From an optimization exercise on the open Yosys and OpenROAD flow, aimed at small area, a short achievable clock period and few clock cycles per item; shortcuts taken in it are not production practice. Function was checked by simulation only, so behaviour that the tests miss may differ from the original.

## oak
## polar_decoder
module polar_decoder (
    input           clk,
    input           rst_n,
    input           module_en,
    output          proc_done,
    output  [ 10:0] raddr,
    input   [191:0] rdata,
    output  [  5:0] waddr,
    output  [139:0] wdata
);
Settings: LEC_CHECK=0, CAP_MARGIN=20, CORE_MARGIN=2, CORE_UTILIZATION=40, SETUP_SLACK_MARGIN=5, SLEW_MARGIN=20; clock period 12.0 ns.
run.sh (not shown) runs the stock make flow with config.mk's settings and CLKGATE_MAP_FILE= SYNTH_SCRIPT=/design/flow/synth_recipe.tcl, a recipe that flattens the netlist after the stock synthesis.
Testbench counts of oak, summed over its fixed seeds: cycles 60,770, packets 864.
The following lists how pine was set up differently from oak:
diff --git a/flow/design.v b/flow/design.v
--- a/flow/design.v
+++ b/flow/design.v
@@ -868,31 +868,31 @@
     wire [15:0] pb16 = (pfs == 3'd4) ? sgn4 : pcomb[1] ? {pb8, (PS8 & {8{pmask[1]}}) ^ pb8} : {8'd0, pb8};
     wire [31:0] pb32 = (pfs == 3'd5) ? sgn5 : pcomb[2] ? {pb16, (PS16 & {16{pmask[2]}}) ^ pb16} : {16'd0, pb16};
     wire [63:0] pb64 = pcomb[3] ? {pb32, (PS32 & {32{pmask[3]}}) ^ pb32} : {32'd0, pb32};
     wire w4  = pwv & pw[0];
     wire w8  = pwv & pw[1];
     wire w16 = pwv & pw[2];
     wire w32 = pwv & pw[3];
     wire w64 = pwv & pw[4];
     assign PS4e  = w4  ? pb4  : PS4;
     assign PS8e  = w8  ? pb8  : PS8;
     assign PS16e = w16 ? pb16 : PS16;
     assign PS64e = w64 ? pb64 : PS64;
-    wire [15:0] win = {8'd0, poutc} << dec_idx[2:0];
-    wire [15:0] blk = 16'd1 << dec_idx[6:3];
+    wire [127:0] onehot = 128'd1 << dec_idx;
     reg  [126:0] wd_n;
     always @* begin
         for (i = 0; i < 127; i = i + 1) begin
-            wd_n[i] = wd[i] | (blk[i / 8] & win[i % 8]);
-            if (i >= 8) wd_n[i] = wd_n[i] | (blk[i / 8 - 1] & win[8 + i % 8]);
+            wd_n[i] = wd[i];
+            for (j = 0; j < 8; j = j + 1)
+                if (i >= j) wd_n[i] = wd_n[i] | (onehot[i-j] & poutc[j]);
         end
     end
     always @(posedge clk) begin
         if (wd_clr) begin
             wd <= 0;
             dec_idx <= 0;
         end else if (pvo) begin
             wd <= wd_n;
             dec_idx <= dec_idx + poutn;
         end
     end
     always @(posedge clk) begin
### Flow results
- Master of the slowest instance on the critical path = sky130_fd_sc_hd__dfrtp_4: pine; master of the slowest instance on the critical path = sky130_fd_sc_hd__a21oi_1: oak
- Taking oak as the reference, in pine via density per instance +about 3.7%, non-clock buffer count +3, total placed cells including tap cells +1273, routed wire length +13%.
- Summary of pine over oak: proportion of layout cells with a drive suffix above 1 went down 0.47 points, number of inverters outside the clock class in the layout went down 1.7%.
- First-pass GRT wire length of pine exceeds that of oak by more than 10%.
- Final cell count without fillers (pine vs. oak) increases by a little under 10%
Testbench counts of pine, summed over its fixed seeds: cycles 60,770, packets 864.

Another version of the RTL of polar_decoder (not shown whole).
Size: roughly 13000 cells after synthesis, roughly 350 I/O pins.
make LEC_CHECK=0 CAP_MARGIN=20 CORE_MARGIN=2 CORE_UTILIZATION=40 SETUP_SLACK_MARGIN=5 SLEW_MARGIN=20 finish   # period 12.0 ns
The baseline completed with no timing, DRC or antenna violations.
Testbench counts at the start, summed over its fixed seeds: cycles 60,770, packets 864.
Then changed:
--- a/flow/design.v
+++ b/flow/design.v
@@ -479,36 +479,38 @@
     wire gt32 = ltf(sgn2[2], sgn2[3], ps_S[5], ps_D[5], ps_zS[5], ps_zD[5]);
     wire G01 = (gt01 | gt03) & (gt21 | gt23);
     wire G10 = (gt10 | gt12) & (gt30 | gt32);
     wire sl0 = (sgn2[0] ^ sgn2[2]) & nz2[0] & nz2[2];
     wire sl1 = (sgn2[1] ^ sgn2[3]) & nz2[1] & nz2[3];
     wire lu0 = ~fzq[0] & (sl0 ^ sl1);
     wire sumL = (sl0 & sl1) | (sl0 & ~sl1 & G01) | (~sl0 & sl1 & G10);
     wire lu1 = ~fzq[1] & (fzq[0] ? sumL : sl1);
     wire lbl0 = lu0 ^ lu1;
     wire lbl1 = lu1;
-    wire sr0 = lbl0 ? ps_D[0] : ps_S[0];
-    wire sr1 = lbl1 ? ps_D[1] : ps_S[1];
-    wire lu2 = ~fzq[2] & (sr0 ^ sr1);
-    wire lu1f = ~fzq[0] & ~fzq[1] & sl1;
-    wire n0 = (lstep == 2'd2) ? blr[0] : (lu0 ^ lu1f);
-    wire n1 = (lstep == 2'd2) ? blr[1] : lu1f;
+    wire lu1x = ~fzq[0] & ~fzq[1] & sl1;
+    wire bl0x = lu0 ^ lu1x;
+    wire sr0 = bl0x ? ps_D[0] : ps_S[0];
+    wire sr1 = lu1x ? ps_D[1] : ps_S[1];
+    wire sr1L = sumL ? ps_D[1] : ps_S[1];
+    wire lu2 = ~fzq[2] & (caseL ? (sumL ? (ps_D[0] ^ ps_D[1]) : (ps_S[0] ^ ps_S[1])) : (sr0 ^ sr1));
+    wire n0 = (lstep == 2'd2) ? blr[0] : bl0x;
+    wire n1 = (lstep == 2'd2) ? blr[1] : lu1x;
     wire [18:0] x0 = {{2{B2[0][16]}}, B2[0]} ^ {19{n0}};
     wire [18:0] x1 = {{2{B2[1][16]}}, B2[1]} ^ {19{n1}};
     wire [18:0] x2 = {{2{B2[2][16]}}, B2[2]};
     wire [18:0] x3 = {{2{B2[3][16]}}, B2[3]};
     wire [18:0] cs1s = x0 ^ x2 ^ x3;
     wire [18:0] cs1c = {(x0[17:0] & x2[17:0]) | (x0[17:0] & x3[17:0]) | (x2[17:0] & x3[17:0]), n0};
     wire [18:0] cs2s = cs1s ^ cs1c ^ x1;
     wire [18:0] cs2c = {(cs1s[17:0] & cs1c[17:0]) | (cs1s[17:0] & x1[17:0]) | (cs1c[17:0] & x1[17:0]), n1};
     wire [18:0] sum4 = cs2s + cs2c;
-    wire lu3 = ~fzq[3] & (fzq[2] ? sum4[18] : sr1);
+    wire lu3 = ~fzq[3] & (fzq[2] ? sum4[18] : (caseL ? sr1L : sr1));
     wire [7:0] sgn3;
     wire nozero3;
     reg  [7:0] nz3;
     generate for (gi = 0; gi < 8; gi = gi + 1) begin: g_l3
         assign sgn3[gi] = B3[gi][15];
         always @* nz3[gi] = |B3[gi];
     end endgenerate
     assign nozero3 = &nz3;
     wire [15:0] sgn4;
     wire [31:0] sgn5;
@@ -824,21 +826,21 @@
             kk = 3'd0;
             for (i = 0; i < 4; i = i + 1) begin
                 if (!pfz[i]) begin
                     poutc[kk] = praw[i];
                     kk = kk + 3'd1;
                 end
             end
             poutn = {1'b0, kk};
         end
     end
-    wire [3:0]  pb4  = pbt[3:0];
+    wire [3:0]  pb4  = {praw[3], praw[2] ^ praw[3], praw[1] ^ praw[3], praw[0] ^ praw[1] ^ praw[2] ^ praw[3]};
     wire [7:0]  pb8  = (pfs == 3'd3) ? sgn3 : pcomb[0] ? {pb4, (PS4 & {4{pmask[0]}}) ^ pb4} : {4'd0, pb4};
     wire [15:0] pb16 = (pfs == 3'd4) ? sgn4 : pcomb[1] ? {pb8, (PS8 & {8{pmask[1]}}) ^ pb8} : {8'd0, pb8};
     wire [31:0] pb32 = (pfs == 3'd5) ? sgn5 : pcomb[2] ? {pb16, (PS16 & {16{pmask[2]}}) ^ pb16} : {16'd0, pb16};
     wire [63:0] pb64 = pcomb[3] ? {pb32, (PS32 & {32{pmask[3]}}) ^ pb32} : {32'd0, pb32};
     wire w4  = pwv & pw[0];
     wire w8  = pwv & pw[1];
     wire w16 = pwv & pw[2];
     wire w32 = pwv & pw[3];
     wire w64 = pwv & pw[4];
     assign PS4e  = w4  ? pb4  : PS4;
=>
- The new run produced a clean layout
- cell count grows by 1.8%
- hold slack barely changes
- sequential cell count does not change
- via count grows by 4.1%
- worst setup slack improves by 0.088 ns
- final area grows by 1.1%
- sequential share of layout area shrinks by 0.36 points
- die area grows by 1.7%
- core utilization shrinks by 0.33 points
- fmax grows by 1.3%
Testbench counts after the change, summed over its fixed seeds: cycles 60,770, packets 864.

[what the ideal ports hide]
The flow's constraints put no driver on any port. The routed layouts listed below were extracted and timed again, unchanged, in two steps.
Step 1 sets driving cells, clkbuf_16 on the clock port and buf_2 on the other inputs (assumed; they add their load-dependent delay and slew).
Step 2 adds t to the input delays and takes it off the output delays; t is the mean of the earliest and latest rising clock arrival at the registers after step 1. Input paths then give back, and output paths get back, about the clock's delay inside the block.
Three values: ideal, step 1, step 2; two values: the first two.
run | shift t [ns] | setup slack, ns | hold slack, ns | worst register clock-pin slew, ns
oak | 0.948 | 5.088 / 5.103 / 4.155 | 0.329 / 0.329 / 0.329 | 0.07 / 0.07
pine | 1.011 | 5.104 / 5.104 / 4.176 | 0.347 / 0.347 / 0.347 | 0.08 / 0.08
the first run of note 2 | 0.965 | 4.987 / 5.001 / 4.094 | 0.346 / 0.346 / 0.346 | 0.08 / 0.08
the second run of note 2 | 0.970 | 5.075 / 5.148 / 4.178 | 0.345 / 0.345 / 0.345 | 0.07 / 0.07
After both steps every run listed still meets setup and hold. The setup slack of oak, which loses most, moves by +0.015 ns with the drivers and by -0.933 ns with both steps.
